This design comes from an exercise in tuning for small area and a short achievable clock period on the open sky130 flow, not from production work.
Function was checked by simulation only, so behaviour that the tests miss may differ from the original.
Power figures rest on the tool's default switching activity, not on a simulated workload.

## wip/cedar
Design fp_mul, start of the top module:
module fp_mul(clk, op1, op2, result, under, over);
input wire clk;
input wire [15:0] op1, op2;
output wire [15:0] result;
output wire under, over;
wire [13:0] bx = {2'b00, op2[10:0], 1'b0};
wire [5:0] one_d, two_d;
wire [4:0] neg_d;
genvar i;
generate for (i = 0; i < 6; i = i + 1) begin : g_booth
	assign one_d[i] = bx[2*i+1] ^ bx[2*i];
	assign two_d[i] = (bx[2*i+2] & ~bx[2*i+1] & ~bx[2*i]) | (~bx[2*i+2] & bx[2*i+1] & bx[2*i]);
	if (i < 5) begin : g_neg
		assign neg_d[i] = bx[2*i+2];
	end
end endgenerate
reg [10:0] sa;
reg [5:0] bone, btwo;
reg [4:0] bneg;
reg [4:0] e1;
reg sg1;
always @(posedge clk)
begin
	sa <= op1[10:0];
	bone <= one_d;
	btwo <= two_d;
	bneg <= neg_d;
	e1 <= {1'b0, op1[14:11]} + {1'b0, op2[14:11]} - 5'd7;
	sg1 <= op1[15] ^ op2[15];
end
wire [20:0] rx, ry;
fp1 stage1(.a(sa), .one(bone), .two(btwo), .neg(bneg), .rx(rx), .ry(ry));
wire [20:0] px = rx, py = ry;
wire [20:0] p, g;
wire q1, q2, q3, q4, q5, q6, q7, q8, q9, q10, q11, q12, q13, q14, q15, q16, q17, q18, q19, q20, q21, q22, q23, q24, q25, q26, q27, q28, q29, q30, q31, q32, q33, q34, q35, q36, q37, q38, q39, q40, q41, q42, q43, q44;
ha_c u_pg0(.a(px[0]), .b(py[0]), .s(p[0]), .co(g[0]));
assign p[1] = px[1];
assign g[1] = 1'b0;
ha_c u_pg2(.a(px[2]), .b(py[2]), .s(p[2]), .co(g[2]));
ha_c u_pg3(.a(px[3]), .b(py[3]), .s(p[3]), .co(g[3]));
ha_c u_pg4(.a(px[4]), .b(py[4]), .s(p[4]), .co(g[4]));
ha_c u_pg5(.a(px[5]), .b(py[5]), .s(p[5]), .co(g[5]));
ha_c u_pg6(.a(px[6]), .b(py[6]), .s(p[6]), .co(g[6]));
ha_c u_pg7(.a(px[7]), .b(py[7]), .s(p[7]), .co(g[7]));
ha_c u_pg8(.a(px[8]), .b(py[8]), .s(p[8]), .co(g[8]));
ha_c u_pg9(.a(px[9]), .b(py[9]), .s(p[9]), .co(g[9]));
ha_c u_pg10(.a(px[10]), .b(py[10]), .s(p[10]), .co(g[10]));
ha_c u_pg11(.a(px[11]), .b(py[11]), .s(p[11]), .co(g[11]));
ha_c u_pg12(.a(px[12]), .b(py[12]), .s(p[12]), .co(g[12]));
ha_c u_pg13(.a(px[13]), .b(py[13]), .s(p[13]), .co(g[13]));
ha_c u_pg14(.a(px[14]), .b(py[14]), .s(p[14]), .co(g[14]));
ha_c u_pg15(.a(px[15]), .b(py[15]), .s(p[15]), .co(g[15]));
ha_c u_pg16(.a(px[16]), .b(py[16]), .s(p[16]), .co(g[16]));
ha_c u_pg17(.a(px[17]), .b(py[17]), .s(p[17]), .co(g[17]));
ha_c u_pg18(.a(px[18]), .b(py[18]), .s(p[18]), .co(g[18]));
ha_c u_pg19(.a(px[19]), .b(py[19]), .s(p[19]), .co(g[19]));
ha_c u_pg20(.a(px[20]), .b(py[20]), .s(p[20]), .co(g[20]));
  ...
For scale: ~480 cells after synthesis, roughly 51 I/O pins, roughly 5100 um^2 of cells after synthesis.
Settings: LEC_CHECK=0, CAP_MARGIN=20, CORE_MARGIN=2, CORE_UTILIZATION=40, SETUP_SLACK_MARGIN=1.7, SLEW_MARGIN=20, SYNTH_HIERARCHICAL=1, SYNTH_MINIMUM_KEEP_SIZE=0; clock period 5.3 ns.
standard.sh (not shown) runs the stock make flow with config.mk's settings and CLKGATE_MAP_FILE= SYNTH_SCRIPT=/design/flow/synth_recipe.tcl, a recipe that flattens the netlist after the stock synthesis.
==> flow/flow/run.sh <==
#!/bin/bash
# The standard layout (the standard.sh) with two changes: plain buf_1
# cells as the input and output port buffers instead of the ones
# buffer_ports picks, and clock tree synthesis without dummy load cells.
export BUFFER_PORTS_ARGS="-buffer_cell sky130_fd_sc_hd__buf_1"
export CTS_ARGS="-sink_clustering_enable -repair_clock_nets -buf_list sky130_fd_sc_hd__clkbuf_8 -dont_use_dummy_load"
bash standard.sh > standard.log 2>&1
The flow did not stop early for wip/cedar: all stages ran, and the layout cleared the timing, DRC and antenna checks.
What wip/xenon does differently from wip/cedar at the input level:
--- a/flow/flow/run.sh
+++ b/flow/flow/run.sh
@@ -2 +2 @@
-# The standard layout (the standard.sh) with two changes: plain buf_1
+# The standard layout (the standard.sh) with changes: plain buf_1
@@ -4 +4,2 @@
-# buffer_ports picks, and clock tree synthesis without dummy load cells.
+# buffer_ports picks, clock tree synthesis without dummy load cells,
+# and the ORFS settings below.
@@ -6,0 +8 @@
+export SKIP_GATE_CLONING=1
--- a/flow/config.mk
+++ b/flow/config.mk
@@ -11 +11 @@
-export SETUP_SLACK_MARGIN = 1.7
+export SETUP_SLACK_MARGIN = 1.8
Results
wip/xenon reports a higher final area than wip/cedar does.
The count of vias placed by the detailed router of wip/xenon is higher than that of wip/cedar.
wip/xenon | stages: all done | timing, DRC, antenna: all pass
Looking at wip/cedar and wip/xenon, the post-route worst hold slack is a wash.
Routed wire length for wip/xenon: 1.0% up relative to wip/cedar
Relative to wip/cedar, the multi-input gate share of total cell area of wip/xenon is lower by 1.4 points.
First-iteration DRC count ended up 13% lower on wip/xenon than on wip/cedar.
Changes observed in wip/xenon relative to wip/cedar: worst clock skew shows no meaningful change; sequential share of layout area has increased; relative area change from synthesis to final layout now larger.
#### Input delta (wip/umber over wip/xenon)
--- a/flow/flow/run.sh
+++ b/flow/flow/run.sh
@@ -2 +2 @@
-# The standard layout (the standard.sh) with changes: plain buf_1
+# The standard layout (the standard.sh) with two changes: plain buf_1
@@ -4,2 +4 @@
-# buffer_ports picks, clock tree synthesis without dummy load cells,
-# and the ORFS settings below.
+# buffer_ports picks, and clock tree synthesis without dummy load cells.
@@ -8 +6,0 @@
-export SKIP_GATE_CLONING=1
--- a/flow/config.mk
+++ b/flow/config.mk
@@ -11 +11 @@
-export SETUP_SLACK_MARGIN = 1.8
+export SETUP_SLACK_MARGIN = 1.6
Findings:
Having completed the whole flow, wip/umber delivered a layout that passed the timing, DRC and antenna checks.
Relative to wip/xenon, the post-route standard cell area excluding fillers of wip/umber is lower by 2.9%.
As far as clock skew is concerned, wip/xenon and wip/umber perform about the same.
wip/umber: final design utilization lower than wip/xenon
wip/umber ended with more maximum cell stage delay along the critical path than wip/xenon.
Higher top achievable clock speed among wip/xenon and wip/umber: wip/xenon
Inputs modified between wip/umber and wip/willow:
--- a/flow/flow/run.sh
+++ b/flow/flow/run.sh
@@ -2 +2 @@
-# The standard layout (the standard.sh) with two changes: plain buf_1
+# The standard layout (the standard.sh) with changes: plain buf_1
@@ -4 +4,2 @@
-# buffer_ports picks, and clock tree synthesis without dummy load cells.
+# buffer_ports picks, clock tree synthesis without dummy load cells,
+# and the ORFS settings below.
@@ -6,0 +8 @@
+export RECOVER_POWER=100
--- a/flow/config.mk
+++ b/flow/config.mk
@@ -11 +11 @@
-export SETUP_SLACK_MARGIN = 1.6
+export SETUP_SLACK_MARGIN = 1.7
## What came out
Delta (wip/willow minus wip/umber): sequential share of layout area grew by 0.25 points; required arrival time at the worst endpoint shows a reduction of 1.24 ns; power density relative to cell area level. Changes observed in wip/willow relative to wip/umber: depth of the worst register-to-register path decreased by 1 relative to the old numbers; timing-limited maximum frequency decreased by about 13% relative to the old numbers. Cell with the largest stage delay on the worst path = xnor2_1: wip/willow; cell with the largest stage delay on the worst path = dfxtp_1: wip/umber. Every run in wip/willow and wip/umber closed cleanly, with the single exception of wip/willow.
For wip/quartz, these inputs were changed with respect to wip/willow:
--- a/flow/flow/run.sh
+++ b/flow/flow/run.sh
@@ -2 +2 @@
-# The standard layout (the standard.sh) with changes: plain buf_1
+# The standard layout (the standard.sh) with two changes: plain buf_1
@@ -4,2 +4 @@
-# buffer_ports picks, clock tree synthesis without dummy load cells,
-# and the ORFS settings below.
+# buffer_ports picks, and clock tree synthesis without dummy load cells.
@@ -8 +6,0 @@
-export RECOVER_POWER=100
--- a/flow/config.mk
+++ b/flow/config.mk
@@ -11 +11 @@
-export SETUP_SLACK_MARGIN = 1.7
+export SETUP_SLACK_MARGIN = 1.8
Notes after the runs:
Internal power, wip/quartz vs wip/willow: up by a few percent. In summary, wip/quartz completed successfully, with a layout that passed the timing, DRC and antenna checks. Compared with wip/willow, wip/quartz shows final wirelength that has gone up slightly. Detailed-router iteration count before antenna repair (wip/quartz over wip/willow): increase, 1. wip/willow consumes less power than wip/quartz. For wip/willow, the worst setup path startpoint was h0r[0], unlike wip/quartz, where it was btwo[3]. Clock period minus worst slack delta for wip/quartz relative to wip/willow: 0.75 ns lower. Diff wip/willow..wip/quartz | total CTS buffers | unchanged. From wip/quartz to wip/willow, post-synthesis area per instance did not move at all. In terms of hold slack, wip/willow and wip/quartz differ only marginally. On global-route wire length before repair, wip/willow and wip/quartz are neck and neck.
Setup changes, wip/quartz to wip/amber
--- a/flow/config.mk
+++ b/flow/config.mk
@@ -11 +11 @@
-export SETUP_SLACK_MARGIN = 1.8
+export SETUP_SLACK_MARGIN = 1.9
Findings:
- On switching share of power, wip/amber tracks wip/quartz almost exactly.
- wip/amber -> wip/quartz: sequential cell count flat
- On routed wire length, wip/quartz beats wip/amber.
- For worst path arrival time, wip/amber and wip/quartz come out practically identical.
- Compared with wip/quartz, wip/amber shows final cell count that has gone up slightly.
- The lower number of non-clock buffers in the layout of wip/amber and wip/quartz is in wip/quartz.
- Wire length of the first global-routing pass was lower in the run labelled wip/quartz.

==> re-timing with driven ports <==
The flow's constraints put no driver on any port. The routed layouts listed below were extracted and timed again, unchanged, in two steps.
Step 1 sets driving cells, clkbuf_16 on the clock port and buf_2 on the other inputs (assumed; they add their load-dependent delay and slew).
Step 2 moves the port delays by t, midway between the first and last clock arrival at a register: inputs arrive t later, outputs are due t later. That takes back most of the time a late clock gives input paths.
Slacks: ideal ports / drivers / drivers and shift; pairs: ideal ports / drivers.
| run | t (ns) | slack for setup (ns) | worst slew at a driven data input, ns | cell pins on the clock port's net |
|---|---|---|---|---|
| wip/cedar | 0.328 | 1.828 / 1.828 / 1.828 | 0.03 | 1 |
| wip/xenon | 0.328 | 1.935 / 1.935 / 1.935 | 0.03 | 1 |
| wip/umber | 0.328 | 1.740 / 1.740 / 1.740 | 0.03 | 1 |
| wip/willow | 0.328 | 1.185 / 1.151 / 1.479 | 0.03 | 1 |
| wip/quartz | 0.328 | 1.935 / 1.935 / 1.935 | 0.03 | 1 |
| wip/amber | 0.337 | 1.971 / 1.971 / 1.971 | 0.03 | 1 |
